This is an optimization exercise on Yosys and OpenROAD, whose aim is small area and a short achievable clock period, not a production implementation.
Only simulation tests tie the RTL to the original design; equivalence was not proved.
Power figures rest on the tool's default switching activity, not on a simulated workload.

==> design.v <==
`timescale 1ns / 1ps
module riscv_core(clk,restart,imem_addr,imem_rdata,dmem_addr,dmem_wdata,dmem_we,dmem_rdata);
input clk,restart;
output [31:0]imem_addr;
input  [31:0]imem_rdata;
output [31:0]dmem_addr;
output [31:0]dmem_wdata;
output dmem_we;
input  [31:0]dmem_rdata;
localparam [3:0] K_ADD  = 4'b0000,
                 K_SUB  = 4'b0001,
                 K_SLL  = 4'b0010,
                 K_SRL  = 4'b0011,
                 K_AND  = 4'b0100,
                 K_OR   = 4'b0101,
                 K_XOR  = 4'b0110,
                 K_SLT  = 4'b0111,
                 K_BEQ  = 4'b1000,
                 K_BNE  = 4'b1001,
                 K_BLT  = 4'b1010,
                 K_BGE  = 4'b1011,
                 K_JALR = 4'b1100;
reg [31:0] pc;
reg [31:0] ir;           
reg        rst_q;        
reg [3:0]  aluop;
reg        pc_src, jt, reg_rd, reg_wr, wr_rd, pc_r, alu_dt;
reg [1:0]  mem_alu, alu_src;
reg [3:0]  op2;
reg [11:0] imm_i_r;      
reg [11:0] imm_s_r;      
reg [11:0] imm_b_r;      
reg [19:0] imm_uj_r;     
reg [31:0] rd1, rd2;
reg [31:0] alu_y;        
reg        r_en, j_en;   
reg [31:0] alu_p;        
reg        bt;
reg [31:0] rf [0:31];
reg [31:0] rf_v;
wire [6:0] opc = rst_q ? 7'd0 : ir[6:0];
wire [2:0] f3  = ir[14:12];
wire       f30 = ir[30];
wire op_r    = opc == 7'b0110011;
wire op_i    = opc == 7'b0010011;
wire op_lw   = opc == 7'b0000011;
wire op_jalr = opc == 7'b1100111;
wire op_sw   = opc == 7'b0100011;
wire op_br   = opc == 7'b1100011;
wire op_jal  = opc == 7'b1101111;
wire op_lui  = opc == 7'b0110111;
wire op_aui  = opc == 7'b0010111;
wire op_unk  = !(op_r | op_i | op_lw | op_jalr | op_sw | op_br | op_jal | op_lui | op_aui);
reg        c_hold;
reg [3:0]  n_aluop;
reg        n_pc_src, n_jt, n_reg_rd, n_reg_wr, n_wr_rd, n_pc_r, n_alu_dt;
reg [1:0]  n_mem_alu, n_alu_src;
always @* begin
  c_hold = 1'b0;
  n_aluop = K_ADD; n_pc_src = 1'b0; n_jt = 1'b0; n_reg_rd = 1'b0; n_reg_wr = 1'b0;
  n_wr_rd = 1'b0; n_pc_r = 1'b0; n_alu_dt = 1'b0; n_mem_alu = 2'd0; n_alu_src = 2'd0;
  if (op_r) begin
    n_reg_rd = 1'b1; n_reg_wr = 1'b1; n_mem_alu = 2'd3;
    case ({f30,f3})
      4'b0000: n_aluop = K_ADD;
      4'b1000: n_aluop = K_SUB;
      4'b0001: n_aluop = K_SLL;
      4'b0010: n_aluop = K_SLT;
      4'b0100: n_aluop = K_XOR;
      4'b0101: n_aluop = K_SRL;
      4'b1101: n_aluop = K_SRL;
      4'b0110: n_aluop = K_OR;
      4'b0111: n_aluop = K_AND;
      default: begin n_reg_rd = 1'b0; n_reg_wr = 1'b0; n_mem_alu = 2'd0; end
    endcase
  end
  else if (op_i) begin
    n_reg_rd = 1'b1; n_reg_wr = 1'b1; n_mem_alu = 2'd3; n_alu_src = 2'd1;
    case ({f30,f3})
      4'b0000: n_aluop = K_ADD;
      4'b0010: n_aluop = K_SLT;
      4'b0100: n_aluop = K_XOR;
      4'b0110: n_aluop = K_OR;
      4'b0111: n_aluop = K_AND;
      4'b0001: n_aluop = K_SLL;
      4'b0101: n_aluop = K_SRL;
      4'b1101: n_aluop = K_SRL;
      default: begin n_reg_rd = 1'b0; n_reg_wr = 1'b0; n_mem_alu = 2'd0; n_alu_src = 2'd0; end
    endcase
  end
  else if (op_lw) begin
    c_hold = f3 != 3'b010;
    n_reg_rd = 1'b1; n_reg_wr = 1'b1; n_pc_r = 1'b1; n_alu_src = 2'd1; n_alu_dt = 1'b1;
  end
  else if (op_jalr) begin
    c_hold = f3 != 3'b000;
    n_aluop = K_JALR; n_jt = 1'b1; n_reg_rd = 1'b1; n_reg_wr = 1'b1; n_alu_src = 2'd1;
  end
  else if (op_sw) begin
    c_hold = f3 != 3'b010;
    n_reg_rd = 1'b1; n_wr_rd = 1'b1; n_pc_r = 1'b1; n_alu_src = 2'd2;
  end
  else if (op_br) begin
    n_reg_rd = 1'b1;
    case (f3)
      3'b000: n_aluop = K_BEQ;
      3'b001: n_aluop = K_BNE;
      3'b100: n_aluop = K_BLT;
      3'b101: n_aluop = K_BGE;
      default: n_reg_rd = 1'b0;
    endcase
  end
  else if (op_jal) begin
    n_pc_src = 1'b1; n_reg_wr = 1'b1;
  end
  else if (op_lui) begin
    n_reg_wr = 1'b1; n_mem_alu = 2'd2;
  end
  else if (op_aui) begin
    n_reg_wr = 1'b1; n_mem_alu = 2'd1;
  end
end
always @(posedge clk) begin
  if (restart) begin
    aluop <= K_ADD; pc_src <= 1'b0; jt <= 1'b0; reg_rd <= 1'b0; reg_wr <= 1'b0;
    wr_rd <= 1'b0; pc_r <= 1'b0; alu_dt <= 1'b0; mem_alu <= 2'd0; alu_src <= 2'd0;
  end
  else if (!c_hold) begin
    aluop <= n_aluop; pc_src <= n_pc_src; jt <= n_jt; reg_rd <= n_reg_rd; reg_wr <= n_reg_wr;
    wr_rd <= n_wr_rd; pc_r <= n_pc_r; alu_dt <= n_alu_dt; mem_alu <= n_mem_alu; alu_src <= n_alu_src;
  end
end
wire imm_clr = op_unk | op_r;
always @(posedge clk) begin
  if (imm_clr) imm_i_r <= 12'd0;
  else if (op_lw || op_jalr || (op_i && f3 != 3'd1 && f3 != 3'd5)) imm_i_r <= ir[31:20];
  if (op_sw) imm_s_r <= {ir[31:25], ir[11:7]};
  if (imm_clr) imm_b_r <= 12'd0;
  else if (op_br) imm_b_r <= {ir[31], ir[7], ir[30:25], ir[11:8]};
  if (op_jal || op_lui || op_aui) imm_uj_r <= ir[31:12];
end
wire [31:0] imm_i = {{20{imm_i_r[11]}}, imm_i_r};
wire [31:0] imm_s = {{20{imm_s_r[11]}}, imm_s_r};
wire [31:0] imm_b = {1'b0, {19{imm_b_r[11]}}, imm_b_r[10:0], 1'b0};
wire [31:0] imm_j = {1'b0, {11{imm_uj_r[19]}}, imm_uj_r[19], imm_uj_r[7:0], imm_uj_r[9], imm_uj_r[18:10], 1'b0};
wire [31:0] imm_u = {imm_uj_r, 12'd0};
wire [31:0] A = rd1;
wire [31:0] B = alu_src[1] ? imm_s : (alu_src[0] ? imm_i : rd2);
wire        flag = op2 == K_SUB;
wire [31:0] addsub = A + (flag ? ~B : B) + {31'd0, flag};
wire [31:0] diff = A - B;
wire [31:0] logic_o = (op2 == K_OR) ? (A | B) : (op2 == K_XOR) ? (A ^ B) : (A & B);
wire        sh_right = op2 == K_SRL;
wire [31:0] sh_in;
wire [31:0] sh_out;
wire [31:0] sh_r = (|B[31:5]) ? 32'd0 : (sh_in >> B[4:0]);
genvar gi;
generate
  for (gi = 0; gi < 32; gi = gi + 1) begin : g_rev
    assign sh_in[gi]  = sh_right ? A[gi] : A[31-gi];
    assign sh_out[gi] = sh_right ? sh_r[gi] : sh_r[31-gi];
  end
endgenerate
wire cmp_o = (op2 == K_BNE) ? (A != B) :
             (op2 == K_BLT) ? diff[31] :
             (op2 == K_BGE) ? !diff[31] : (A == B);
wire nx_shift = aluop[3:1] == 3'b001;
wire nx_slt   = aluop == K_SLT;
wire nx_br    = aluop[3:2] == 2'b10;
wire cu_p     = (op2[3:2] == 2'b01) || (op2[3:1] == 3'b001);    
wire cu_br    = op2[3:2] == 2'b10;
wire cu_jalr  = op2 == K_JALR;
always @(posedge clk) begin
  alu_p <= nx_shift ? sh_out :
           nx_slt   ? {31'd0, diff[31]} :
           nx_br    ? {31'd0, cmp_o} : logic_o;
  alu_y <= cu_p ? alu_p : addsub;
  if (restart) begin
    op2 <= K_ADD; r_en <= 1'b0; j_en <= 1'b0; bt <= 1'b0;
  end
  else begin
    op2 <= aluop; r_en <= !cu_br && !cu_jalr; j_en <= cu_jalr; bt <= cu_br && alu_p[0];
  end
end
wire [31:0] result = r_en ? alu_y : 32'd0;
wire [31:0] jlr    = j_en ? alu_y : 32'd0;
wire [31:0] pc_inc = pc_src ? imm_j : (bt ? imm_b : 32'd1);
wire [31:0] pc_sum = pc + pc_inc;
always @(posedge clk) begin
  if (restart) pc <= 32'd0;
  else         pc <= jt ? jlr : pc_sum;
  ir    <= imem_rdata;
  rst_q <= restart;
end
assign imem_addr = restart ? 32'd0 : pc;
assign dmem_addr  = pc_r ? result : imem_addr;
assign dmem_wdata = rd2;
assign dmem_we    = wr_rd;
wire [31:0] pc_usum = pc + (mem_alu[0] ? imm_u : 32'd1);
wire [31:0] reg_in  = mem_alu[1] ? (mem_alu[0] ? result : imm_u) : pc_usum;
wire [31:0] wd      = alu_dt ? dmem_rdata : reg_in;
wire [4:0]  a_rd  = ir[11:7];
wire [4:0]  a_rs1 = ir[19:15];
wire [4:0]  a_rs2 = ir[24:20];
wire [31:0] dec_rd  = 32'd1 << a_rd;
wire [31:0] dec_rs1 = 32'd1 << a_rs1;
wire [31:0] dec_rs2 = 32'd1 << a_rs2;
generate
  for (gi = 0; gi < 32; gi = gi + 1) begin : g_rf
    always @(posedge clk)
      if (reg_wr && dec_rd[gi]) rf[gi] <= wd;
  end
endgenerate
always @(posedge clk)
  if (restart)     rf_v <= 32'd0;
  else if (reg_wr) rf_v <= rf_v | dec_rd;
wire [31:0] s1 = dec_rs1 & rf_v;
wire [31:0] s2 = dec_rs2 & rf_v;
wire        i1_7  = dec_rs1[1] & !rf_v[1], i1_10 = dec_rs1[2] & !rf_v[2];
wire        i2_7  = dec_rs2[1] & !rf_v[1], i2_10 = dec_rs2[2] & !rf_v[2];
reg [31:0] q1, q2;
integer k;
always @* begin
  q1 = {28'd0, i1_10, i1_7, i1_7 | i1_10, i1_7};
  q2 = {28'd0, i2_10, i2_7, i2_7 | i2_10, i2_7};
  for (k = 0; k < 32; k = k + 1) begin
    q1 = q1 | ({32{s1[k]}} & rf[k]);
    q2 = q2 | ({32{s2[k]}} & rf[k]);
  end
end
wire byp1 = reg_wr && (a_rd == a_rs1);
wire byp2 = reg_wr && (a_rd == a_rs2);
always @(posedge clk) begin
  if (restart) begin
    rd1 <= 32'd0; rd2 <= 32'd0;
  end
  else if (reg_rd) begin
    rd1 <= byp1 ? wd : q1;
    rd2 <= byp2 ? wd : q2;
  end
end
endmodule
==> run.sh <==
#!/bin/bash
# synth_recipe.tcl (not shown) runs the flow's synth.tcl, then flattens the netlist and writes it again
# the make line also repeats each setting of config.mk as NAME=value (left out here)
make -C /OpenROAD-flow-scripts/flow DESIGN_CONFIG=/design/flow/config.mk WORK_HOME=/design/flow/orfs CLKGATE_MAP_FILE= SYNTH_SCRIPT=/design/flow/synth_recipe.tcl finish
==> config.mk <==
export PLATFORM = sky130hd
export DESIGN_NAME = riscv_core
export DESIGN_NICKNAME = riscv_core
export VERILOG_FILES = /design/flow/design.v
export SDC_FILE = /design/flow/constraint.sdc
export NUM_CORES = 4
export LEC_CHECK = 0
export CAP_MARGIN = 20
export CORE_MARGIN = 2
export CORE_UTILIZATION = 35
export GPL_ROUTABILITY_DRIVEN = 1
export PLACE_DENSITY = 0.45
export SLEW_MARGIN = 20
==> constraint.sdc <==
create_clock -name core_clock -period 13.0 [get_ports {clk}]
set_input_delay 2.6000 -clock core_clock [delete_from_list [all_inputs] [get_ports {clk}]]
set_output_delay 2.6000 -clock core_clock [all_outputs]
set_load 0.01 [all_outputs]
==> out/metrics.csv, run 1 <==
metric,value,unit
final count of hold timing violations,0,
outcome,no timing/DRC/antenna violations,
Final Cell Area,74400,um2
number of hold buffers added after CTS,0,
Synth Area in XOR/XNOR,1.59,%
Post-Synthesis Mean Instance Area,11.6,um2
total of flip-flops plus latches after synthesis,1332,
max-capacitance violation count,0,
power density of the placed cells,122,nW/um2
core footprint,183000,um2
simple logic cell fraction of the synthesized area,10.7,%
clock tree from TritonCTS,yes,
maximum count of clock buffers along a single path,3,
port bufs,162,
post-synthesis mux area share,2.51,%
instance count of the mapped netlist,5544,
Hold Crit Class,reg -> reg,
die width,433,um
fraction of power consumed by combinational cells,1.4,%
primary flip-flop cell chosen by synthesis mapping,sky130_fd_sc_hd__edfxtp_1,
"leading cell types in the layout, fill and taps excluded","sky130_fd_sc_hd__edfxtp_1, sky130_fd_sc_hd__a22oi_1, sky130_fd_sc_hd__nand2_1, sky130_fd_sc_hd__nor2_1, sky130_fd_sc_hd__a21oi_1",
maximum number of pins on one net before global-route repair,73,
initial cell density of the core,35.2,%
Pins Over Slew Limit,0,
critical path capture point type,primary output,
register share of total power,50.5,%
P_leak,26.4,nW
Avg WL per Cell,43.2,um
fmax,139,MHz
max incr delay on CP,0.58,ns
synthesized-area fraction occupied by adder cells,4.16,%
post-CTS setup buffers,0,
slew of the pin with the lowest slew margin,1.29,ns
Worst Hold Path Cells,2,
net load switching power,0.00198,W
H-tree depth reported by CTS,4,
antenna violation net count after detailed routing,0,
share of the cycle needed by the critical path after routing,55.5,%
number of clock buffers inserted by TritonCTS,151,
slack of the critical path,5.79,ns
count of distinct cell types in the synthesized netlist,86,
number of design-rule violations left by the first detailed-router iteration,10800,
remaining routing DRC violations,0,
Hold Crit Start,alu_p[14],
Switching Fraction,21.8,%
RSZ-0062 raised after global routing,no,
area of the die,187000,um2
clock latency on the worst-skew pair,0.84,ns
worst-path cell with the longest stage delay,sky130_fd_sc_hd__buf_4,
# resized after CTS,0,
combinational family with the most area after synthesis,compound AO/OA/AOI/OAI gates,
Worst Path Arrival,4.61,ns
endpoint with the worst hold slack,alu_y[14],
Setup CP Type,in -> out,
dpl cell area,69500,um2
"Seq/Total Area, Yosys",57.8,%
combined area of all synthesized cells,64400,um2
vias in the first global route,52700,
post-route clock skew,0.0318,ns
clock group share of total power,48.1,%
routed wire length,355000,um
number of search-and-repair iterations in the first detailed-routing pass,9,
Setup Slack @ Placement,5.78,ns
share of the synthesized area in compound gates (AO/OA/AOI/OAI),19.9,%
signed area change from the synthesized netlist to the final layout,15.6,%
Peak supply drop,0.155,mV
buffers plus inverters on the worst setup path,3,
Final Critical Period,7.21,ns
Total GRT Usage,36.8,%
Worst Setup Start Kind,input port,
proportion of register bits with asynchronous set or reset after synthesis,0,%
routed via count divided by cell count,6.87,
Site Rows,157,
largest driver fanout on the critical path,72,
count of clock tree sinks,1332,
startpoint of the most critical register-to-register path,mem_alu[0],
vias,56400,
global placement routability congestion,0.929,
number of synthesis warnings,2,
"Net Count, Synth",5823,
I/O pin total,163,
"EDFF count, synth",1056,
setup TNS,0,ns
DP Wirelength,211000,um
Int Power,0.00710,W
initial antenna violation count,15,
final-report setup violation count,0,
critical-path cell list,"buf_6, buf_4, nor2b_1, a22o_1, clkdlybuf4s50_1",
clock root buffer,sky130_fd_sc_hd__clkbuf_16,
flop2flop setup slack,7.69,ns
global-route wire length before repair,469000,um
remaining global-route overflow,0,
worst r2r dst,rf[23][28],
Required @ worst endpoint,10.40,ns
"most common cell after layout, fill and taps aside",sky130_fd_sc_hd__edfxtp_1,
fin nets,5899,
Chip Height,433,um
Max-slew headroom,13.4,%
layout cells sized above 1,9.91,%
register clock-pin slew on the reported worst setup and hold paths,0.06,ns
cell family contributing the most delay on the critical path,buffers and inverters,
FF-to-FF path depth,14,
## worst reg2reg max path, delay by kind of cell (launching register included)
| kind | cells | cell delay (ns) |
|---|---|---|
| AO/OA/AOI/OAI | 7 | 2.22 |
| XOR/XNOR | 1 | 0.13 |
| adder cells (fa/ha/maj) | 2 | 0.54 |
| buffers and inverters | 2 | 1.21 |
| flip-flops | 1 | 0.30 |
| AND/OR/NAND/NOR | 2 | 0.43 |
## registers in the layout (all words and copies together) (netlist names), 32 cells and up, named ones only
signal,count
rd2,32
rf_v,32
alu_y,32
ir,32
rf,1024
pc,32
alu_p,32
rd1,32
## Yosys cell counts (20+ instances only)
| library cell | n | share of area [%] |
|---|---|---|
| sky130_fd_sc_hd__edfxtp_1 | 1056 | 49 |
| sky130_fd_sc_hd__a22oi_1 | 560 | 6.5 |
| sky130_fd_sc_hd__nor2_1 | 378 | 2.2 |
| sky130_fd_sc_hd__clkbuf_1 | 370 | 2.2 |
| sky130_fd_sc_hd__nand2_1 | 351 | 2.0 |
| sky130_fd_sc_hd__a21oi_1 | 284 | 2.2 |
| sky130_fd_sc_hd__dfxtp_1 | 276 | 8.6 |
| sky130_fd_sc_hd__ha_1 | 211 | 4.1 |
| sky130_fd_sc_hd__a221oi_1 | 209 | 2.8 |
| sky130_fd_sc_hd__a22o_1 | 202 | 2.7 |
| sky130_fd_sc_hd__nand4_1 | 199 | 1.9 |
| sky130_fd_sc_hd__mux2i_1 | 150 | 2.3 |
| sky130_fd_sc_hd__nand3_1 | 128 | 0.99 |
| sky130_fd_sc_hd__inv_1 | 125 | 0.73 |
| sky130_fd_sc_hd__o21ai_0 | 109 | 0.85 |
| sky130_fd_sc_hd__and3_1 | 90 | 0.87 |
| sky130_fd_sc_hd__xnor2_1 | 62 | 0.84 |
| sky130_fd_sc_hd__nor3_1 | 61 | 0.47 |
| sky130_fd_sc_hd__nor2b_1 | 56 | 0.54 |
| sky130_fd_sc_hd__xor2_1 | 55 | 0.75 |
| sky130_fd_sc_hd__a222oi_1 | 50 | 0.78 |
| sky130_fd_sc_hd__a21o_1 | 45 | 0.52 |
| sky130_fd_sc_hd__nand2b_1 | 44 | 0.43 |
| sky130_fd_sc_hd__o221ai_1 | 39 | 0.53 |
| sky130_fd_sc_hd__buf_1 | 37 | 0.22 |
| sky130_fd_sc_hd__o21ai_1 | 37 | 0.29 |
| sky130_fd_sc_hd__a211oi_1 | 35 | 0.41 |
| sky130_fd_sc_hd__and2_1 | 28 | 0.27 |
| sky130_fd_sc_hd__o211ai_1 | 28 | 0.33 |
| sky130_fd_sc_hd__a31oi_1 | 24 | 0.23 |
| sky130_fd_sc_hd__nor4_1 | 23 | 0.22 |
| sky130_fd_sc_hd__buf_2 | 20 | 0.16 |
## worst max path at each step
stage,start,to,cells past startpoint
global route,restart,dmem_addr[14],6
floorplan,restart,dmem_addr[10],4
CTS,restart,dmem_addr[11],5
detailed placement,restart,dmem_addr[11],5
global placement,restart,dmem_addr[11],5
finish,restart,dmem_addr[11],5
## metrics by stage
stage                     total power [W]  utilization, %  instances  hold slack (ns)
after floorplan                   0.00473               -       5544            0.392
after global placement            0.00480            38.0       7928            0.407
after detailed placement          0.00480            38.0       7931            0.399
after CTS                         0.00910            40.7       8208            0.415
after global routing              0.00927            40.7       8209            0.448
final                             0.00909            40.7       8217            0.416
## metal layers
metal	track usage (%)	routed length [um]	vias to the layer above
li1	-	-	22000
met1	45.5	130000	28300
met2	55.8	154000	4836
met3	11.8	44100	1278
met4	22.5	26400	14
met5	0.0781	100	-
## power by group through the flow
stage	clock, W	combinational (W)	sequential, W
2_1_floorplan	0	0.0000585	0.00467
3_3_place_gp	0	0.000122	0.00468
3_5_place_dp	0	0.000122	0.00468
5_1_grt	0.00455	0.000132	0.00459
6_report	0.00437	0.000126	0.00459
4_1_cts	0.00438	0.000123	0.00459
## cell type report
| cell class | instances | area (um2) |
|---|---|---|
| Sequential cell | 1332 | 37200 |
| Tap cell | 2464 | 3080 |
| Multi-Input combinational cell | 3650 | 25600 |
| Antenna cell | 9 | 22.5 |
| Clock inverter | 82 | 820 |
| Inverter | 132 | 495 |
| Fill cell | 17300 | 108000 |
| Clock buffer | 195 | 4070 |
| Timing Repair Buffer | 353 | 3090 |
## cell families after synthesis
kind of cell	after synthesis
mux	159
buf+inv	562
compound gates	1747
simple gates	1414
xor+xnor	117
flops	1332
fa+ha+maj	213
==> inputs of run 2 (changes only) <==
--- a/design.v
+++ b/design.v
@@ -34,2 +34,5 @@
 reg [31:0] rd1, rd2;
+reg        rd_z;
+wire [31:0] rd1_e = rd_z ? 32'd0 : rd1;
+wire [31:0] rd2_e = rd_z ? 32'd0 : rd2;
 reg [31:0] alu_y;        
@@ -146,4 +149,4 @@
 wire [31:0] imm_u = {imm_uj_r, 12'd0};
-wire [31:0] A = rd1;
-wire [31:0] B = alu_src[1] ? imm_s : (alu_src[0] ? imm_i : rd2);
+wire [31:0] A = rd1_e;
+wire [31:0] B = alu_src[1] ? imm_s : (alu_src[0] ? imm_i : rd2_e);
 wire        flag = op2 == K_SUB;
@@ -186,7 +189,7 @@
 wire [31:0] jlr    = j_en ? alu_y : 32'd0;
+wire [31:0] pc_e   = rst_q ? 32'd0 : pc;
 wire [31:0] pc_inc = pc_src ? imm_j : (bt ? imm_b : 32'd1);
-wire [31:0] pc_sum = pc + pc_inc;
-always @(posedge clk) begin
-  if (restart) pc <= 32'd0;
-  else         pc <= jt ? jlr : pc_sum;
+wire [31:0] pc_sum = pc_e + pc_inc;
+always @(posedge clk) begin
+  pc    <= jt ? jlr : pc_sum;
   ir    <= imem_rdata;
@@ -194,7 +197,7 @@
 end
-assign imem_addr = restart ? 32'd0 : pc;
+assign imem_addr = restart ? 32'd0 : pc_e;
 assign dmem_addr  = pc_r ? result : imem_addr;
-assign dmem_wdata = rd2;
+assign dmem_wdata = rd2_e;
 assign dmem_we    = wr_rd;
-wire [31:0] pc_usum = pc + (mem_alu[0] ? imm_u : 32'd1);
+wire [31:0] pc_usum = pc_e + (mem_alu[0] ? imm_u : 32'd1);
 wire [31:0] reg_in  = mem_alu[1] ? (mem_alu[0] ? result : imm_u) : pc_usum;
@@ -213,9 +216,9 @@
 endgenerate
+wire [31:0] rf_ve = rst_q ? 32'd0 : rf_v;
 always @(posedge clk)
-  if (restart)     rf_v <= 32'd0;
-  else if (reg_wr) rf_v <= rf_v | dec_rd;
-wire [31:0] s1 = dec_rs1 & rf_v;
-wire [31:0] s2 = dec_rs2 & rf_v;
-wire        i1_7  = dec_rs1[1] & !rf_v[1], i1_10 = dec_rs1[2] & !rf_v[2];
-wire        i2_7  = dec_rs2[1] & !rf_v[1], i2_10 = dec_rs2[2] & !rf_v[2];
+  rf_v <= reg_wr ? (rf_ve | dec_rd) : rf_ve;
+wire [31:0] s1 = dec_rs1 & rf_ve;
+wire [31:0] s2 = dec_rs2 & rf_ve;
+wire        i1_7  = dec_rs1[1] & !rf_ve[1], i1_10 = dec_rs1[2] & !rf_ve[2];
+wire        i2_7  = dec_rs2[1] & !rf_ve[1], i2_10 = dec_rs2[2] & !rf_ve[2];
 reg [31:0] q1, q2;
@@ -233,6 +236,3 @@
 always @(posedge clk) begin
-  if (restart) begin
-    rd1 <= 32'd0; rd2 <= 32'd0;
-  end
-  else if (reg_rd) begin
+  if (reg_rd) begin
     rd1 <= byp1 ? wd : q1;
@@ -240,2 +240,4 @@
   end
+  if (restart)     rd_z <= 1'b1;
+  else if (reg_rd) rd_z <= 1'b0;
 end
==> flow/run.sh (new file) <==
#!/bin/bash
# The standard ORFS layout, with repair_timing aiming for more setup slack than
# the design's settings allow, so that the achieved period is pushed down.
set -uo pipefail
bash standard.sh SETUP_SLACK_MARGIN=7.5 finish > run_standard.log 2>&1
==> standard.sh (new file) <==
#!/bin/bash
# synth_recipe.tcl (not shown) runs the flow's synth.tcl, then flattens the netlist and writes it again
# the make line also repeats each setting of config.mk as NAME=value (left out here)
make -C /OpenROAD-flow-scripts/flow DESIGN_CONFIG=/design/flow/config.mk WORK_HOME=/design/flow/orfs CLKGATE_MAP_FILE= SYNTH_SCRIPT=/design/flow/synth_recipe.tcl "${@:-finish}"
removed: run.sh
==> out/metrics.csv, run 2 <==
metric,value,unit,change
outcome,no timing/DRC/antenna violations,,
post-route clock skew,0.108,ns,+0.0766 ns
Hold Crit Class,reg -> reg,,
P_leak,27.2,nW,+3.3%
clock root buffer,sky130_fd_sc_hd__clkbuf_16,,
Peak supply drop,0.0987,mV,-36%
initial cell density of the core,35.2,%,-0.044 points
"most common cell after layout, fill and taps aside",sky130_fd_sc_hd__edfxtp_1,,
register clock-pin slew on the reported worst setup and hold paths,0.05,ns,about the same
Switching Fraction,22.4,%,+0.55 points
most repeated library cell on the critical path,sky130_fd_sc_hd__buf_16,,
clock latency on the worst-skew pair,0.86,ns,+0.02 ns
Post-Synthesis Mean Instance Area,11.9,um2,+2.5%
number of clock buffers inserted by TritonCTS,154,,+2.0%
Hold Slack,0.397,ns,-0.0185 ns
portion of synthesized cell area occupied by the leading cell type,51.6,%,+2.4 points
endpoint of the most critical setup path,dmem_addr[22],,
net load switching power,0.00208,W,+5.0%
register share of total power,49.7,%,-0.8 points
max reg flops,1024,,unchanged
final count of hold timing violations,0,,unchanged
start point of the critical path,restart,,
count of distinct cell types in the synthesized netlist,92,,+7.0%
layout cells sized above 1,13.6,%,+3.7 points
power density of the placed cells,121,nW/um2,-0.56%
Hold Crit Start,alu_p[20],,
leading post-synthesis cells by instance count,"sky130_fd_sc_hd__edfxtp_1, sky130_fd_sc_hd__a22oi_1, sky130_fd_sc_hd__nand2_1",,
fmax,167,MHz,+20%
worst r2r dst,rf[23][30],,
cell type contributing the most total cell area after synthesis,sky130_fd_sc_hd__edfxtp_1,,
final-report setup violation count,0,,unchanged
FF-to-FF path depth,12,,-2
clock tree from TritonCTS,yes,,
routed wire length,352000,um,-0.68%
total of flip-flops plus latches after synthesis,1333,,+0.075%
remaining routing DRC violations,0,,unchanged
slew of the pin with the lowest slew margin,1.34,ns,+0.0517 ns
critical-path cell list,"buf_16, buf_16, buf_12, nor2b_4, a21o_1, buf_2",,
number of hold buffers added after CTS,0,,unchanged
largest driver fanout on the critical path,8,,-89%
initial antenna violation count,16,,+1
sequential cell area,37900,um2,+1.8%
vias,56300,,-0.27%
dominant cells by area after synthesis,"sky130_fd_sc_hd__edfxtp_1, sky130_fd_sc_hd__dfxtp_1, sky130_fd_sc_hd__a22oi_1",,
maximum count of clock buffers along a single path,3,,unchanged
I/O pin total,163,,unchanged
number of search-and-repair iterations in the first detailed-routing pass,7,,-2
worst-path cell with the longest stage delay,sky130_fd_sc_hd__buf_12,,
RSZ-0062 raised after global routing,yes,,
signed area change from the synthesized netlist to the final layout,17.7,%,
Max-slew headroom,9.81,%,-3.6 points
die width,435,um,+0.57%
number of design-rule violations left by the first detailed-router iteration,10400,,-3.5%
flop2flop setup slack,7.84,ns,+0.15 ns
setup TNS,0,ns,unchanged
DP Wirelength,213000,um,+0.94%
Avg WL per Cell,42.5,um,-1.6%
H-tree depth reported by CTS,4,,unchanged
count of clock tree sinks,1333,,+0.075%
vias in the first global route,52900,,+0.34%
most common cell in the synthesized netlist,sky130_fd_sc_hd__edfxtp_1,,
Final Critical Period,5.99,ns,-1.22 ns
number of synthesis warnings,2,,unchanged
port bufs,162,,unchanged
total area of multi-input combinational cells,26200,um2,+2.3%
remaining global-route overflow,0,,unchanged
Pins Over Slew Limit,0,,unchanged
clock group share of total power,48.4,%,+0.3 points
Int Power,0.00723,W,+1.7%
max-capacitance violation count,0,,unchanged
proportion of register bits with asynchronous set or reset after synthesis,0,%,unchanged
Required @ worst endpoint,10.40,ns,about the same
antenna violation net count after detailed routing,0,,unchanged
fin nets,5959,,+1.0%
global placement routability congestion,0.945,,+1.7%
startpoint of the most critical register-to-register path,rst_q,,
buffers plus inverters on the worst setup path,4,,+1
instance count of the mapped netlist,5472,,-1.3%
core footprint,185000,um2,+1.3%
cell family contributing the most delay on the critical path,buffers and inverters,,
fraction of power consumed by combinational cells,1.9,%,+0.5 points
share of the cycle needed by the critical path after routing,46.1,%,-9.4 points
Setup CP Type,in -> out,,
combined area of all synthesized cells,65100,um2,+1.2%
critical path capture point type,primary output,,
"Net Count, Synth",5751,,-1.2%
Reg with most FFs,rf,,
primary flip-flop cell chosen by synthesis mapping,sky130_fd_sc_hd__edfxtp_1,,
routed via count divided by cell count,6.78,,-1.2%
maximum number of pins on one net before global-route repair,69,,-5.5%
Total GRT Usage,35.8,%,-1.0 points
Worst path depth,6,,+1
area of the die,190000,um2,+1.1%
global-route wire length before repair,468000,um,-0.11%
Site Rows,158,,+0.64%
Worst Setup Start Kind,input port,,
"EDFF count, synth",1120,,+6.1%
Worst Path Arrival,3.39,ns,-1.22 ns
max incr delay on CP,0.15,ns,-0.43 ns
Chip Height,435,um,+0.57%
"Seq/Total Area, Yosys",58.2,%,+0.35 points
final-layout fill cell count,17500,,+0.82%
"leading cell types in the layout, fill and taps excluded","sky130_fd_sc_hd__edfxtp_1, sky130_fd_sc_hd__a22oi_1, sky130_fd_sc_hd__nand2_1, sky130_fd_sc_hd__nor2_1, sky130_fd_sc_hd__a221oi_1",,
[run 2: worst min path at each step]
stage,end,cells past startpoint,slack (ns)
after global routing,alu_y[20],2,0.42
after global placement,alu_y[11],2,0.42
final,alu_y[20],2,0.40
after CTS,alu_y[20],2,0.40
after detailed placement,alu_y[30],2,0.42
after floorplan,alu_y[12],2,0.40
[run 2: what timing repair did]
item / CTS / global route
setup buffers: 13 / 16
gates resized for setup: 294 / 32
endpoints found under the setup margin: 161 / 132
pin swaps: 3 / 4
gates cloned: 4 / 1
[run 2: worst reg2reg max path, stage by stage, from the launching register on]
cell and delay [ns]:
sky130_fd_sc_hd__dfxtp_4 0.63, sky130_fd_sc_hd__buf_4 0.50, sky130_fd_sc_hd__nor2b_1 0.23, sky130_fd_sc_hd__ha_1 0.40
sky130_fd_sc_hd__a21o_1 0.25, sky130_fd_sc_hd__a22o_1 0.24, sky130_fd_sc_hd__a31o_2 0.26, sky130_fd_sc_hd__a21oi_1 0.24
sky130_fd_sc_hd__o21ai_0 0.21, sky130_fd_sc_hd__o41ai_1 0.35, sky130_fd_sc_hd__xnor2_1 0.12, sky130_fd_sc_hd__o221ai_2 0.74
sky130_fd_sc_hd__clkinvlp_4 0.62
[run 2: power groups by stage]
stage	logic [W]	registers [W]	clock network, W
after global routing	0.000183	0.00463	0.00470
final	0.000176	0.00463	0.00451
after floorplan	0.0000833	0.00470	0
after detailed placement	0.000159	0.00472	0
after CTS	0.000169	0.00463	0.00453
after global placement	0.000158	0.00472	0
[run 2: cells by family (layout without fill, tap and decap cells)]
logic type	count (synthesis)	count (layout)	synth area share [%]
AO/OA/AOI/OAI	1756	1756	19.8
AND/OR/NAND/NOR	1395	1395	10.9
flip-flops	1333	1333	58.2
buffers and inverters	517	851	3.12
adder cells (fa/ha/maj)	213	213	4.11
multiplexers	146	146	2.35
XOR/XNOR	112	112	1.51
other	0	12	0
[run 2: final cells by class]
type                       count  share of cell area, %
clock buffer                 188                   5.32
timing repair buffer         424                   4.84
sequential                  1333                   49.4
inverter                     143                  0.710
multi-input combinational   3622                   34.2
antenna                       12                 0.0391
timing repair inverter         2                 0.0196
tap                         2480                   4.05
clock inverter                94                   1.43
[run 2: per-layer routing]
layer  GRT usage, %  routed length, um  up-vias  part of all wire [%]
li1               -                  -    22200                     -
met1           45.0             130000    28100                    37
met2           55.2             155000     4781                    44
met3           10.2              42000     1208                    12
met4           20.6              24800       10                   7.0
met5              0                 92        -                 0.026
[run 2: per-stage QoR]
stage | cells | worst slack (ns) | cell area (um2) | total power [W] | utilization, %
5_1_grt | 8286 | 6.97 | 76700 | 0.00951 | 41.4
3_5_place_dp | 7970 | 5.83 | 71100 | 0.00488 | 38.4
3_3_place_gp | 7970 | 5.86 | 71100 | 0.00488 | 38.4
6_report | 8298 | 7.01 | 76700 | 0.00931 | 41.4
2_1_floorplan | 5472 | 7.31 | 65400 | 0.00478 | -
4_1_cts | 8269 | 7.02 | 76400 | 0.00933 | 41.3
==> inputs of run 3 (changes only) <==
--- a/design.v
+++ b/design.v
@@ -34,5 +34,2 @@
 reg [31:0] rd1, rd2;
-reg        rd_z;
-wire [31:0] rd1_e = rd_z ? 32'd0 : rd1;
-wire [31:0] rd2_e = rd_z ? 32'd0 : rd2;
 reg [31:0] alu_y;        
@@ -149,7 +146,8 @@
 wire [31:0] imm_u = {imm_uj_r, 12'd0};
-wire [31:0] A = rd1_e;
-wire [31:0] B = alu_src[1] ? imm_s : (alu_src[0] ? imm_i : rd2_e);
+wire [31:0] A = rd1;
+wire [31:0] B = alu_src[1] ? imm_s : (alu_src[0] ? imm_i : rd2);
 wire        flag = op2 == K_SUB;
-wire [31:0] addsub = A + (flag ? ~B : B) + {31'd0, flag};
-wire [31:0] diff = A - B;
+wire [31:0] addsub, diff;
+bk_add32 u_addsub(.a(A), .b(flag ? ~B : B), .cin(flag), .s(addsub));
+bk_add32 u_diff  (.a(A), .b(~B),            .cin(1'b1), .s(diff));
 wire [31:0] logic_o = (op2 == K_OR) ? (A | B) : (op2 == K_XOR) ? (A ^ B) : (A & B);
@@ -189,7 +187,8 @@
 wire [31:0] jlr    = j_en ? alu_y : 32'd0;
-wire [31:0] pc_e   = rst_q ? 32'd0 : pc;
 wire [31:0] pc_inc = pc_src ? imm_j : (bt ? imm_b : 32'd1);
-wire [31:0] pc_sum = pc_e + pc_inc;
-always @(posedge clk) begin
-  pc    <= jt ? jlr : pc_sum;
+wire [31:0] pc_sum;
+bk_add32 u_pc_sum(.a(pc), .b(pc_inc), .cin(1'b0), .s(pc_sum));
+always @(posedge clk) begin
+  if (restart) pc <= 32'd0;
+  else         pc <= jt ? jlr : pc_sum;
   ir    <= imem_rdata;
@@ -197,7 +196,8 @@
 end
-assign imem_addr = restart ? 32'd0 : pc_e;
+assign imem_addr = restart ? 32'd0 : pc;
 assign dmem_addr  = pc_r ? result : imem_addr;
-assign dmem_wdata = rd2_e;
+assign dmem_wdata = rd2;
 assign dmem_we    = wr_rd;
-wire [31:0] pc_usum = pc_e + (mem_alu[0] ? imm_u : 32'd1);
+wire [31:0] pc_usum;
+bk_add32 u_pc_usum(.a(pc), .b(mem_alu[0] ? imm_u : 32'd0), .cin(!mem_alu[0]), .s(pc_usum));
 wire [31:0] reg_in  = mem_alu[1] ? (mem_alu[0] ? result : imm_u) : pc_usum;
@@ -216,9 +216,9 @@
 endgenerate
-wire [31:0] rf_ve = rst_q ? 32'd0 : rf_v;
 always @(posedge clk)
-  rf_v <= reg_wr ? (rf_ve | dec_rd) : rf_ve;
-wire [31:0] s1 = dec_rs1 & rf_ve;
-wire [31:0] s2 = dec_rs2 & rf_ve;
-wire        i1_7  = dec_rs1[1] & !rf_ve[1], i1_10 = dec_rs1[2] & !rf_ve[2];
-wire        i2_7  = dec_rs2[1] & !rf_ve[1], i2_10 = dec_rs2[2] & !rf_ve[2];
+  if (restart)     rf_v <= 32'd0;
+  else if (reg_wr) rf_v <= rf_v | dec_rd;
+wire [31:0] s1 = dec_rs1 & rf_v;
+wire [31:0] s2 = dec_rs2 & rf_v;
+wire        i1_7  = dec_rs1[1] & !rf_v[1], i1_10 = dec_rs1[2] & !rf_v[2];
+wire        i2_7  = dec_rs2[1] & !rf_v[1], i2_10 = dec_rs2[2] & !rf_v[2];
 reg [31:0] q1, q2;
@@ -236,3 +236,6 @@
 always @(posedge clk) begin
-  if (reg_rd) begin
+  if (restart) begin
+    rd1 <= 32'd0; rd2 <= 32'd0;
+  end
+  else if (reg_rd) begin
     rd1 <= byp1 ? wd : q1;
@@ -240,5 +243,31 @@
   end
-  if (restart)     rd_z <= 1'b1;
-  else if (reg_rd) rd_z <= 1'b0;
 end
 endmodule
+module bk_add32(a, b, cin, s);
+input  [31:0] a, b;
+input         cin;
+output [31:0] s;
+reg [31:0] g, p, x;
+reg [31:0] c;
+integer l, i;
+always @* begin
+  x = a ^ b;
+  g = a & b;
+  p = x;
+  g[0] = g[0] | (p[0] & cin);
+  for (l = 0; l < 5; l = l + 1)
+    for (i = 0; i < 32; i = i + 1)
+      if (((i + 1) % (2 << l)) == 0) begin
+        g[i] = g[i] | (p[i] & g[i - (1 << l)]);
+        p[i] = p[i] & p[i - (1 << l)];
+      end
+  for (l = 3; l >= 0; l = l - 1)
+    for (i = 0; i < 32; i = i + 1)
+      if (((i + 1) % (2 << l)) == (1 << l) && (i + 1) > (2 << l)) begin
+        g[i] = g[i] | (p[i] & g[i - (1 << l)]);
+        p[i] = p[i] & p[i - (1 << l)];
+      end
+  c = {g[30:0], cin};
+end
+assign s = x ^ c;
+endmodule
==> flow/run.sh (replaced) <==
#!/bin/bash
# The standard ORFS layout, with repair_timing aiming for more setup slack than
# the design's settings allow, and the restart input placed between the
# address outputs that it gates combinationally.
set -uo pipefail
bash standard.sh SETUP_SLACK_MARGIN=7.5 IO_CONSTRAINTS="$PWD/flow/io.tcl" finish > run_standard.log 2>&1
==> flow/io.tcl (new file) <==
# Keep restart next to the address outputs it gates combinationally.
set_io_pin_constraint -group -order -region right:* -pin_names {imem_addr[31] dmem_addr[31] imem_addr[30] dmem_addr[30] imem_addr[29] dmem_addr[29] imem_addr[28] dmem_addr[28] imem_addr[27] dmem_addr[27] imem_addr[26] dmem_addr[26] imem_addr[25] dmem_addr[25] imem_addr[24] dmem_addr[24] imem_addr[23] dmem_addr[23] imem_addr[22] dmem_addr[22] imem_addr[21] dmem_addr[21] imem_addr[20] dmem_addr[20] imem_addr[19] dmem_addr[19] imem_addr[18] dmem_addr[18] imem_addr[17] dmem_addr[17] imem_addr[16] dmem_addr[16] restart imem_addr[15] dmem_addr[15] imem_addr[14] dmem_addr[14] imem_addr[13] dmem_addr[13] imem_addr[12] dmem_addr[12] imem_addr[11] dmem_addr[11] imem_addr[10] dmem_addr[10] imem_addr[9] dmem_addr[9] imem_addr[8] dmem_addr[8] imem_addr[7] dmem_addr[7] imem_addr[6] dmem_addr[6] imem_addr[5] dmem_addr[5] imem_addr[4] dmem_addr[4] imem_addr[3] dmem_addr[3] imem_addr[2] dmem_addr[2] imem_addr[1] dmem_addr[1] imem_addr[0] dmem_addr[0]}
--- a/config.mk
+++ b/config.mk
@@ -9,5 +9,7 @@
 export CORE_MARGIN = 2
-export CORE_UTILIZATION = 35
+export CORE_UTILIZATION = 45
+export CTS_CLUSTER_DIAMETER = 60
+export CTS_CLUSTER_SIZE = 16
 export GPL_ROUTABILITY_DRIVEN = 1
-export PLACE_DENSITY = 0.45
+export PLACE_DENSITY = 0.55
 export SLEW_MARGIN = 20
==> out/metrics.csv, run 3 <==
metric,value,unit,change
share of the cycle needed by the critical path after routing,44.9,%,-1.2 points
critical-path cell list,"buf_16, buf_16, o31ai_4, buf_2",,
cell family contributing the most delay on the critical path,buffers and inverters,,
remaining routing DRC violations,0,,unchanged
count of distinct cell types in the synthesized netlist,88,,-4.3%
total of flip-flops plus latches after synthesis,1332,,-0.075%
final std cells w/o fill,7409,,-11%
Worst Path Arrival,3.23,ns,-0.16 ns
most common cell in the synthesized netlist,sky130_fd_sc_hd__edfxtp_1,,
worst r2r dst,rd2[20],,
combined area of all synthesized cells,64400,um2,-1.2%
proportion of register bits with asynchronous set or reset after synthesis,0,%,unchanged
FF-to-FF path depth,17,,+5
cell type contributing the most total cell area after synthesis,sky130_fd_sc_hd__edfxtp_1,,
Peak supply drop,0.117,mV,+18%
Hold Crit Start,alu_p[29],,
DP Wirelength,175000,um,-18%
power density of the placed cells,114,nW/um2,-6.2%
portion of synthesized cell area occupied by the leading cell type,49.2,%,-2.4 points
worst-path cell with the longest stage delay,sky130_fd_sc_hd__buf_2,,
fin nets,5751,,-3.5%
vias in the first global route,50900,,-3.8%
slew of the pin with the lowest slew margin,1.26,ns,-0.0804 ns
routed via count divided by cell count,7.40,,+9.1%
number of search-and-repair iterations in the first detailed-routing pass,10,,+3
count of clock tree sinks,1332,,-0.075%
Setup CP Type,in -> out,,
layout cells sized above 1,11.9,%,-1.8 points
Post-Synthesis Mean Instance Area,11.9,um2,about the same
number of design-rule violations left by the first detailed-router iteration,11200,,+8.0%
number of clock buffers inserted by TritonCTS,116,,-25%
largest driver fanout on the critical path,8,,unchanged
clock latency on the worst-skew pair,0.79,ns,-0.07 ns
"EDFF count, synth",1056,,-5.7%
H-tree depth reported by CTS,3,,-1
"leading cell types in the layout, fill and taps excluded","sky130_fd_sc_hd__edfxtp_1, sky130_fd_sc_hd__a22oi_1, sky130_fd_sc_hd__nor2_1, sky130_fd_sc_hd__dfxtp_1, sky130_fd_sc_hd__nand2_1",,
port bufs,162,,unchanged
P_leak,25.2,nW,-7.5%
Max-slew headroom,14.8,%,+5.0 points
vias,54800,,-2.6%
startpoint of the most critical register-to-register path,mem_alu[0],,
initial cell density of the core,45.4,%,+10 points
Reg with most FFs,rf,,
critical path capture point type,primary output,,
Avg WL per Cell,42.8,um,+0.89%
routed wire length,317000,um,-9.9%
maximum number of pins on one net before global-route repair,73,,+5.8%
Hold Crit Class,reg -> reg,,
flop2flop setup slack,7.92,ns,+0.08 ns
post-route clock skew,0.0487,ns,-0.0598 ns
"Net Count, Synth",5727,,-0.42%
global-route wire length before repair,424000,um,-9.4%
clock root buffer,sky130_fd_sc_hd__clkbuf_16,,
clock tree from TritonCTS,yes,,
most repeated library cell on the critical path,sky130_fd_sc_hd__buf_16,,
"most common cell after layout, fill and taps aside",sky130_fd_sc_hd__edfxtp_1,,
placed cells,7173,,-10%
area of the die,146000,um2,-23%
instance count of the mapped netlist,5408,,-1.2%
setup TNS,0,ns,unchanged
Total GRT Usage,42.1,%,+6.3 points
max incr delay on CP,0.17,ns,+0.02 ns
Worst Setup Start Kind,input port,,
maximum count of clock buffers along a single path,3,,unchanged
Site Rows,138,,-13%
antenna violation net count after detailed routing,0,,unchanged
number of synthesis warnings,3,,+1
primary flip-flop cell chosen by synthesis mapping,sky130_fd_sc_hd__edfxtp_1,,
final-layout fill cell count,12300,,-30%
RSZ-0062 raised after global routing,yes,,
fmax,171,MHz,+2.7%
final count of hold timing violations,0,,unchanged
Required @ worst endpoint,10.40,ns,about the same
die width,382,um,-12%
remaining global-route overflow,0,,unchanged
Worst Hold Path Cells,2,,unchanged
number of hold buffers added after CTS,0,,unchanged
core footprint,142000,um2,-23%
global placement routability congestion,0.959,,+1.5%
register clock-pin slew on the reported worst setup and hold paths,0.07,ns,+0.02 ns
Final Critical Period,5.83,ns,-0.159 ns
"sum of internal, switching and leakage power",0.00831,W,-11%
Pins Over Slew Limit,0,,unchanged
max reg flops,1024,,unchanged
I/O pin total,163,,unchanged
initial antenna violation count,16,,unchanged
dominant cells by area after synthesis,"sky130_fd_sc_hd__edfxtp_1, sky130_fd_sc_hd__dfxtp_1, sky130_fd_sc_hd__a22oi_1",,
final-report setup violation count,0,,unchanged
buffers plus inverters on the worst setup path,3,,-1
max-capacitance violation count,0,,unchanged
outcome,no timing/DRC/antenna violations,,
leading post-synthesis cells by instance count,"sky130_fd_sc_hd__edfxtp_1, sky130_fd_sc_hd__a22oi_1, sky130_fd_sc_hd__clkbuf_1",,
endpoint with the worst hold slack,alu_y[29],,
"Seq/Total Area, Yosys",57.8,%,-0.35 points
signed area change from the synthesized netlist to the final layout,13.3,%,
Chip Height,382,um,-12%
==> run 3: layout make-up <==
| class | instances | area [um2] | share of cell area [%] |
|---|---|---|---|
| multi-input combinational | 3491 | 25900 | 35.5 |
| clock inverter | 64 | 717 | 0.982 |
| clock buffer | 137 | 3070 | 4.20 |
| timing repair buffer | 344 | 3120 | 4.27 |
| antenna | 4 | 10.0 | 0.0137 |
| inverter | 147 | 556 | 0.761 |
| sequential | 1332 | 37200 | 51.0 |
| tap | 1890 | 2360 | 3.24 |
==> run 3: power breakdown <==
part | switching [W] | total [W] | internal (W) | leakage, nW
Clock | 0.00174 | 0.00358 | 0.00184 | 1.85
Sequential | 0.0000231 | 0.00459 | 0.00457 | 11.9
Combinational | 0.0000903 | 0.000142 | 0.0000515 | 11.4
==> run 3: cells by family after synthesis <==
logic type | share of synthesized area [%]
compound gates | 18.5
simple gates | 10.8
flops | 57.8
buf+inv | 3.55
fa+ha+maj | 5.41
mux | 2.78
xor+xnor | 1.21
==> run 3: timing repair <==
action / CTS / global route
setup endpoints to repair: 66 / 68
cloned: 7 / 0
pin swaps: 4 / 3
setup buffers: 5 / 18
gates resized for setup: 289 / 38
==> run 3: metal layers <==
layer / track usage, % / wire [um]
met1: 51.5 / 108000
met2: 62.3 / 134000
met3: 14.0 / 46300
met4: 30.5 / 29200
met5: 0 / 158
==> run 3: worst max path at each step <==
stage / start / endpoint / slack (ns) / depth (start not counted)
CTS: restart / dmem_addr[16] / 7.17 / 4
floorplan: restart / dmem_addr[22] / 7.09 / 4
global route: restart / dmem_addr[16] / 7.16 / 4
detailed placement: restart / dmem_addr[16] / 5.56 / 4
global placement: restart / dmem_addr[16] / 5.58 / 4
finish: restart / dmem_addr[16] / 7.17 / 4
==> run 3: stage by stage <==
step	instance area, um2	worst slack [ns]	utilization (%)	hold slack [ns]
2_1_floorplan	64800	7.09	-	0.406
4_1_cts	72700	7.17	51.3	0.455
3_3_place_gp	68700	5.58	48.5	0.454
3_5_place_dp	68700	5.56	48.5	0.462
5_1_grt	73000	7.16	51.5	0.489
6_report	73000	7.17	51.5	0.469
==> run 3: worst min-delay path, stage by stage (launching register included) <==
cell and delay, ns:
sky130_fd_sc_hd__dfxtp_1 0.30, sky130_fd_sc_hd__nor2_1 0.09, sky130_fd_sc_hd__a21oi_1 0.04
==> inputs of run 4 (changes only) <==
--- a/config.mk
+++ b/config.mk
@@ -10,4 +10,4 @@
 export CORE_UTILIZATION = 45
-export CTS_CLUSTER_DIAMETER = 60
-export CTS_CLUSTER_SIZE = 16
+export CTS_CLUSTER_DIAMETER = 70
+export CTS_CLUSTER_SIZE = 20
 export GPL_ROUTABILITY_DRIVEN = 1
==> out/metrics.csv, run 4 <==
metric,value,unit,change
outcome,no timing/DRC/antenna violations,,
vias in the first global route,50700,,-0.44%
post-route clock skew,0.0662,ns,+0.0174 ns
Worst Path Arrival,3.24,ns,about the same
Final Critical Period,5.84,ns,+0.00470 ns
setup TNS,0,ns,unchanged
"leading cell types in the layout, fill and taps excluded","sky130_fd_sc_hd__edfxtp_1, sky130_fd_sc_hd__a22oi_1, sky130_fd_sc_hd__nor2_1, sky130_fd_sc_hd__dfxtp_1, sky130_fd_sc_hd__nand2_1",,
"sum of internal, switching and leakage power",0.00793,W,-4.6%
proportion of register bits with asynchronous set or reset after synthesis,0,%,unchanged
count of distinct cell types in the synthesized netlist,88,,unchanged
Hold Crit Class,reg -> reg,,
global placement routability congestion,0.959,,unchanged
max incr delay on CP,0.18,ns,about the same
Reg with most FFs,rf,,
worst-path cell with the longest stage delay,sky130_fd_sc_hd__buf_2,,
maximum count of clock buffers along a single path,3,,unchanged
critical-path cell list,"buf_16, buf_16, o31ai_4, buf_2",,
cell type contributing the most total cell area after synthesis,sky130_fd_sc_hd__edfxtp_1,,
H-tree depth reported by CTS,3,,unchanged
FF-to-FF path depth,17,,unchanged
Avg WL per Cell,43.1,um,+0.59%
RSZ-0062 raised after global routing,yes,,
routed wire length,318000,um,+0.24%
Worst path depth,4,,unchanged
Post-Synthesis Mean Instance Area,11.9,um2,unchanged
power density of the placed cells,110,nW/um2,-3.8%
Total GRT Usage,42.2,%,+0.050 points
vias,55200,,+0.65%
Worst Setup Start Kind,input port,,
slew of the pin with the lowest slew margin,1.27,ns,+0.0126 ns
portion of synthesized cell area occupied by the leading cell type,49.2,%,unchanged
Top Metal Used,met5,,
initial cell density of the core,45.4,%,unchanged
maximum number of pins on one net before global-route repair,73,,unchanged
most common cell in the synthesized netlist,sky130_fd_sc_hd__edfxtp_1,,
port bufs,162,,unchanged
buffers plus inverters on the worst setup path,3,,unchanged
total area of multi-input combinational cells,25900,um2,unchanged
antenna violation net count after detailed routing,0,,unchanged
most repeated library cell on the critical path,sky130_fd_sc_hd__buf_16,,
number of clock buffers inserted by TritonCTS,96,,-17%
area of the die,146000,um2,unchanged
"Seq/Total Area, Yosys",57.8,%,unchanged
Site Rows,138,,unchanged
"Net Count, Synth",5727,,unchanged
P_leak,24.9,nW,-1.2%
clock latency on the worst-skew pair,0.78,ns,about the same
Chip Height,382,um,unchanged
cell family contributing the most delay on the critical path,buffers and inverters,,
Worst Hold Path Cells,2,,unchanged
met1 wire length,108000,um,+0.39%
instance count of the mapped netlist,5408,,unchanged
number of design-rule violations left by the first detailed-router iteration,11100,,-0.90%
net load switching power,0.00178,W,-4.0%
clock tree from TritonCTS,yes,,
"most common cell after layout, fill and taps aside",sky130_fd_sc_hd__edfxtp_1,,
slack of the critical path,7.16,ns,-0.00470 ns
count of clock tree sinks,1332,,unchanged
primary flip-flop cell chosen by synthesis mapping,sky130_fd_sc_hd__edfxtp_1,,
clock root buffer,sky130_fd_sc_hd__clkbuf_16,,
final-layout fill cell count,12400,,+0.43%
Setup Slack @ Placement,5.56,ns,unchanged
combined area of all synthesized cells,64400,um2,unchanged
signed area change from the synthesized netlist to the final layout,12.4,%,
number of search-and-repair iterations in the first detailed-routing pass,10,,unchanged
Hold Slack,0.452,ns,-0.0176 ns
total of flip-flops plus latches after synthesis,1332,,unchanged
fmax,171,MHz,about the same
initial antenna violation count,17,,+1
max-capacitance violation count,0,,unchanged
routed via count divided by cell count,7.47,,+1.0%
fraction of power consumed by combinational cells,1.8,%,about the same
met2 routed wirelength,134000,um,+0.27%
number of synthesis warnings,3,,unchanged
Switching Fraction,22.5,%,+0.15 points
sequential cell area,37200,um2,unchanged
leading post-synthesis cells by instance count,"sky130_fd_sc_hd__edfxtp_1, sky130_fd_sc_hd__a22oi_1, sky130_fd_sc_hd__clkbuf_1",,
Peak supply drop,0.118,mV,+1.2%
"EDFF count, synth",1056,,unchanged
Int Power,0.00615,W,-4.8%
final-report setup violation count,0,,unchanged
number of hold buffers added after CTS,0,,unchanged
register clock-pin slew on the reported worst setup and hold paths,0.07,ns,about the same
core footprint,142000,um2,unchanged
register share of total power,57.8,%,+2.6 points
DP Wirelength,175000,um,unchanged
remaining routing DRC violations,0,,unchanged
max reg flops,1024,,unchanged
fin nets,5730,,-0.37%
Max-slew headroom,15.1,%,+0.34 points
critical path capture point type,primary output,,
Required @ worst endpoint,10.40,ns,about the same
global-route wire length before repair,424000,um,about the same
I/O pin total,163,,unchanged
layout cells sized above 1,11.5,%,-0.35 points
routed wl met3,46500,um,+0.41%
Pins Over Slew Limit,0,,unchanged
share of the cycle needed by the critical path after routing,44.9,%,about the same
Setup CP Type,in -> out,,
die width,382,um,unchanged
largest driver fanout on the critical path,8,,unchanged
clock group share of total power,40.4,%,-2.7 points
remaining global-route overflow,0,,unchanged
final count of hold timing violations,0,,unchanged
dominant cells by area after synthesis,"sky130_fd_sc_hd__edfxtp_1, sky130_fd_sc_hd__dfxtp_1, sky130_fd_sc_hd__a22oi_1",,
-- run 4: cell type report --
cell class	instances	share of cell area [%]
flip-flops and latches	1332	51.5
multi-input cells	3491	35.8
repair buffers	343	4.28
clock buffers	115	3.58
well taps	1890	3.27
clock inverters	54	0.807
inverters	147	0.768
diodes	11	0.0380
-- run 4: tightest hold or removal path, delay by kind of cell (launching register included) --
kind / cells / cell delay (ns)
and+or+nand+nor: 1 / 0.09
AOI/OAI and AO/OA: 1 / 0.04
DFF: 1 / 0.29
-- run 4: path summary, 6_finish.rpt --
kind	from	end	slack [ns]
hold reg to reg	alu_p[29]	alu_y[29]	0.45
setup / recovery	restart	dmem_addr[16]	7.16
setup reg to reg	alu_src[0]	alu_y[31]	7.86
hold / removal	alu_p[29]	alu_y[29]	0.45
-- run 4: metal layers --
metal	global-route usage, %	vias up
met5	0.595	-
met4	29.6	14
met3	13.9	1603
met2	62.5	5491
met1	51.9	26700
li1	-	21300
-- run 4: repair_timing --
action                     CTS  global route
gates resized for setup    288            37
gates cloned                 7             0
setup endpoints to repair   66            67
pin swaps                    4             3
buffers inserted             5            18
-- run 4: through the flow --
| step | area [um2] | instances | utilization (%) |
|---|---|---|---|
| after floorplan | 64800 | 5408 | - |
| after global placement | 68700 | 7173 | 48.5 |
| after detailed placement | 68700 | 7173 | 48.5 |
| after CTS | 72100 | 7354 | 50.9 |
| after global routing | 72300 | 7372 | 51.0 |
| final | 72400 | 7383 | 51.0 |
-- run 4: power by group through the flow --
stage	Sequential (W)	Combinational, W	Clock [W]
global route	0.00459	0.000149	0.00335
CTS	0.00459	0.000138	0.00320
floorplan	0.00467	0.0000661	0
global placement	0.00468	0.000123	0
finish	0.00459	0.000142	0.00320
detailed placement	0.00468	0.000124	0
-- run 4: cells by family (layout without fill, tap and decap cells) --
group	after synthesis	in the layout	synth area share (%)
other	0	11	0
AND/OR/NAND/NOR	1362	1362	10.8
multiplexers	174	174	2.78
flip-flops	1332	1332	57.8
buffers and inverters	585	659	3.55
adder cells (fa/ha/maj)	253	253	5.41
AO/OA/AOI/OAI	1613	1613	18.5
XOR/XNOR	89	89	1.21
==> inputs of run 5 (changes only) <==
==> flow/run.sh (replaced) <==
#!/bin/bash
# The standard ORFS layout, with repair_timing aiming for more setup slack than
# the design's settings allow, the restart input placed between the address
# outputs that it gates combinationally, and plain buffers on the ports.
set -uo pipefail
bash standard.sh SETUP_SLACK_MARGIN=7.5 IO_CONSTRAINTS="$PWD/flow/io.tcl" \
  BUFFER_PORTS_ARGS="-buffer_cell sky130_fd_sc_hd__buf_1" finish > run_standard.log 2>&1
==> out/metrics.csv, run 5 <==
metric,value,unit,change
Setup CP Type,in -> out,,
fin nets,5730,,unchanged
simple logic cell fraction of the synthesized area,10.8,%,unchanged
global placement routability congestion,0.972,,+1.3%
share of the synthesized area in compound gates (AO/OA/AOI/OAI),18.5,%,unchanged
H-tree depth reported by CTS,3,,unchanged
Final Cell Area,71900,um2,-0.71%
port bufs,162,,unchanged
placed cells,7184,,+0.15%
clock tree from TritonCTS,yes,,
DP Wirelength,180000,um,+2.8%
slack of the critical path,7.08,ns,-0.0805 ns
final count of hold timing violations,0,,unchanged
Int Power,0.00628,W,+2.2%
layout cells sized above 1,11.7,%,+0.15 points
endpoint of the most critical setup path,dmem_addr[11],,
startpoint of the most critical register-to-register path,mem_alu[0],,
register clock-pin slew on the reported worst setup and hold paths,0.08,ns,about the same
Chip Height,382,um,unchanged
Worst Path Arrival,3.32,ns,+0.08 ns
Hold Crit Start,alu_p[26],,
total of flip-flops plus latches after synthesis,1332,,unchanged
maximum number of pins on one net before global-route repair,71,,-2.7%
combined area of all synthesized cells,64400,um2,unchanged
Reg with most FFs,rf,,
routed via count divided by cell count,7.50,,+0.36%
antenna violation net count after detailed routing,0,,unchanged
maximum count of clock buffers along a single path,3,,unchanged
Required @ worst endpoint,10.40,ns,about the same
post-route clock skew,0.0718,ns,+0.00560 ns
"most common cell after layout, fill and taps aside",sky130_fd_sc_hd__edfxtp_1,,
clock group share of total power,42.3,%,+1.9 points
"leading cell types in the layout, fill and taps excluded","sky130_fd_sc_hd__edfxtp_1, sky130_fd_sc_hd__a22oi_1, sky130_fd_sc_hd__nor2_1, sky130_fd_sc_hd__dfxtp_1, sky130_fd_sc_hd__nand2_1",,
number of hold buffers added after CTS,0,,unchanged
vias in the first global route,51000,,+0.70%
register share of total power,56.2,%,-1.6 points
Worst Hold Path Cells,2,,unchanged
RSZ-0062 raised after global routing,yes,,
final-report setup violation count,0,,unchanged
remaining routing DRC violations,0,,unchanged
area of the die,146000,um2,unchanged
P_leak,24.7,nW,-0.76%
initial cell density of the core,45.4,%,unchanged
post-synthesis mux area share,2.78,%,unchanged
Switching Fraction,23.1,%,+0.58 points
dominant cells by area after synthesis,"sky130_fd_sc_hd__edfxtp_1, sky130_fd_sc_hd__dfxtp_1, sky130_fd_sc_hd__a22oi_1",,
Site Rows,138,,unchanged
dpl cell area,67700,um2,-1.4%
Hold Slack,0.424,ns,-0.0279 ns
cell type contributing the most total cell area after synthesis,sky130_fd_sc_hd__edfxtp_1,,
die width,382,um,unchanged
max reg flops,1024,,unchanged
portion of synthesized cell area occupied by the leading cell type,49.2,%,unchanged
core footprint,142000,um2,unchanged
Setup Slack @ Placement,5.54,ns,-0.0172 ns
worst-path cell with the longest stage delay,sky130_fd_sc_hd__a22o_1,,
signed area change from the synthesized netlist to the final layout,11.6,%,
instance count of the mapped netlist,5408,,unchanged
count of clock tree sinks,1332,,unchanged
"EDFF count, synth",1056,,unchanged
net load switching power,0.00188,W,+5.6%
max incr delay on CP,0.22,ns,+0.04 ns
count of distinct cell types in the synthesized netlist,88,,unchanged
number of synthesis warnings,3,,unchanged
Avg WL per Cell,43.0,um,-0.22%
Hold Crit Class,reg -> reg,,
vias,55500,,+0.55%
Max-slew headroom,11.7,%,-3.4 points
power density of the placed cells,114,nW/um2,+3.7%
worst r2r dst,rd2[13],,
combinational family with the most area after synthesis,compound AO/OA/AOI/OAI gates,,
setup TNS,0,ns,unchanged
number of clock buffers inserted by TritonCTS,100,,+4.2%
global-route wire length before repair,424000,um,about the same
Final Critical Period,5.92,ns,+0.0805 ns
synthesized-area fraction occupied by adder cells,5.41,%,unchanged
Peak supply drop,0.102,mV,-14%
routed wire length,318000,um,about the same
Worst Setup Start Kind,input port,,
FF-to-FF path depth,13,,-4
sequential cell area,37300,um2,about the same
I/O pin total,163,,unchanged
start point of the critical path,restart,,
critical path capture point type,primary output,,
number of search-and-repair iterations in the first detailed-routing pass,11,,+1
max-capacitance violation count,0,,unchanged
outcome,no timing/DRC/antenna violations,,
slew of the pin with the lowest slew margin,1.32,ns,+0.0511 ns
"Net Count, Synth",5727,,unchanged
Pins Over Slew Limit,0,,unchanged
proportion of register bits with asynchronous set or reset after synthesis,0,%,unchanged
largest driver fanout on the critical path,9,,+1
"Seq/Total Area, Yosys",57.8,%,unchanged
Synth Area in XOR/XNOR,1.21,%,unchanged
Total GRT Usage,42.0,%,-0.18 points
total area of multi-input combinational cells,25800,um2,-0.22%
flop2flop setup slack,7.74,ns,-0.12 ns
fmax,169,MHz,-1.4%
final-layout fill cell count,12500,,+0.68%
leading post-synthesis cells by instance count,"sky130_fd_sc_hd__edfxtp_1, sky130_fd_sc_hd__a22oi_1, sky130_fd_sc_hd__clkbuf_1",,
initial antenna violation count,12,,-5
share of the cycle needed by the critical path after routing,45.5,%,+0.62 points
primary flip-flop cell chosen by synthesis mapping,sky130_fd_sc_hd__edfxtp_1,,
most common cell in the synthesized netlist,sky130_fd_sc_hd__edfxtp_1,,
clock latency on the worst-skew pair,0.78,ns,about the same
clock root buffer,sky130_fd_sc_hd__clkbuf_16,,
Post-Synthesis Mean Instance Area,11.9,um2,unchanged
critical-path cell list,"clkbuf_16, buf_16, nor2b_4, a22o_1, buf_2",,
fraction of power consumed by combinational cells,1.5,%,-0.3 points
number of design-rule violations left by the first detailed-router iteration,11200,,+0.44%
final std cells w/o fill,7397,,+0.19%
remaining global-route overflow,0,,unchanged
[run 5: changes by cell type in the layout (fill, tap and decap cells not counted), sizes merged]
cell,before,now
diode,11,10
clkdlybuf4s50,97,0
clkbuf,121,129
buf,232,329
clkinv,27,22
inv,170,179
bufinv,3,7
bufbuf,3,2
clkinvlp,1,6
dlygate4sd2,3,0
clkdlybuf4s15,2,0
[run 5: power groups by stage]
stage,Clock [W],Sequential (W),Combinational [W]
2_1_floorplan,0,0.00467,0.0000661
6_report,0.00346,0.00459,0.000121
3_5_place_dp,0,0.00469,0.000106
3_3_place_gp,0,0.00469,0.000105
4_1_cts,0.00343,0.00459,0.000117
5_1_grt,0.00359,0.00459,0.000128
[run 5: per-layer routing]
layer | track usage (%) | part of all wire [%] | wire (um) | up-vias
met3 | 15.8 | 15 | 47900 | 1512
met1 | 51.5 | 35 | 110000 | 27200
met2 | 61.3 | 42 | 133000 | 5442
met5 | 0.992 | 0.095 | 301 | -
li1 | - | - | - | 21300
met4 | 28.6 | 8.6 | 27400 | 18
[run 5: metrics by stage]
step / total power (W) / util (%)
final: 0.00817 / 50.7
after CTS: 0.00814 / 50.5
after global placement: 0.00479 / 47.8
after global routing: 0.00830 / 50.7
after detailed placement: 0.00479 / 47.8
after floorplan: 0.00474 / -
[run 5: cell type report]
| class | count | area share, % |
|---|---|---|
| Clock buffer | 121 | 3.71 |
| Timing Repair Buffer | 339 | 3.18 |
| Sequential cell | 1332 | 51.8 |
| Inverter | 147 | 0.777 |
| Multi-Input combinational cell | 3491 | 36.0 |
| Tap cell | 1890 | 3.29 |
| Antenna cell | 10 | 0.0348 |
| Clock inverter | 67 | 1.20 |
[run 5: cells by family after synthesis]
group	Yosys count
AOI/OAI and AO/OA	1613
and+or+nand+nor	1362
DFF	1332
buffers and inverters	585
adders and majority gates	253
muxes	174
xor gates and xnor gates	89
[run 5: worst min path at each step]
stage / slack, ns / endpoint
2_1_floorplan: 0.41 / imm_uj_r[10]
3_3_place_gp: 0.45 / alu_y[24]
3_5_place_dp: 0.46 / alu_y[21]
4_1_cts: 0.43 / alu_y[26]
5_1_grt: 0.47 / alu_y[26]
6_report: 0.42 / alu_y[26]
[run 5: what timing repair did]
item                       in CTS  in global routing
resized for setup              88                 31
setup endpoints to repair      66                 69
hold endpoints to repair        0                  0
buffers inserted                5                  4
gates cloned                    5                  0
pin swaps                       3                  2
[run 5: worst max-delay path: cells and delay by family]
family,cells,cell delay (ns)
buffers and inverters,3,0.44
AO/OA/AOI/OAI,1,0.22
AND/OR/NAND/NOR,1,0.05

[afterwards: timing with drivers on the ports]
The flow's constraints put no driver on any port. The routed layouts listed below were extracted and timed again, unchanged, in two steps.
Step 1 (the two cells are an assumption about what drives the block):
set clk [get_ports {clk}]
set_driving_cell -lib_cell sky130_fd_sc_hd__clkbuf_16 $clk
set_driving_cell -lib_cell sky130_fd_sc_hd__buf_2 [delete_from_list [all_inputs] $clk]
Step 2, shift: input delay + t, output delay - t, t = (earliest + latest rising clock arrival at the registers) / 2. This alone moves slack from input paths to output paths.
Slacks: no drivers / after step 1 / after step 2; pairs: no drivers / after step 1.
run	t (ns)	slack for setup (ns)	worst register clock-pin slew, ns	cell pins on the clock port's net
run 1	0.902	5.787 / 5.734 / 5.734	0.07 / 0.07	1
run 2	0.886	7.006 / 6.836 / 6.836	0.07 / 0.07	1
run 3	0.840	7.166 / 6.764 / 6.764	0.08 / 0.08	1
run 4	0.825	7.161 / 6.758 / 6.758	0.09 / 0.09	1
run 5	0.826	7.081 / 6.900 / 6.900	0.09 / 0.09	1
After both steps setup and hold are still met in every run listed. For run 4, which loses most, drivers alone change the setup slack by -0.403 ns; drivers and shift together by -0.403 ns.
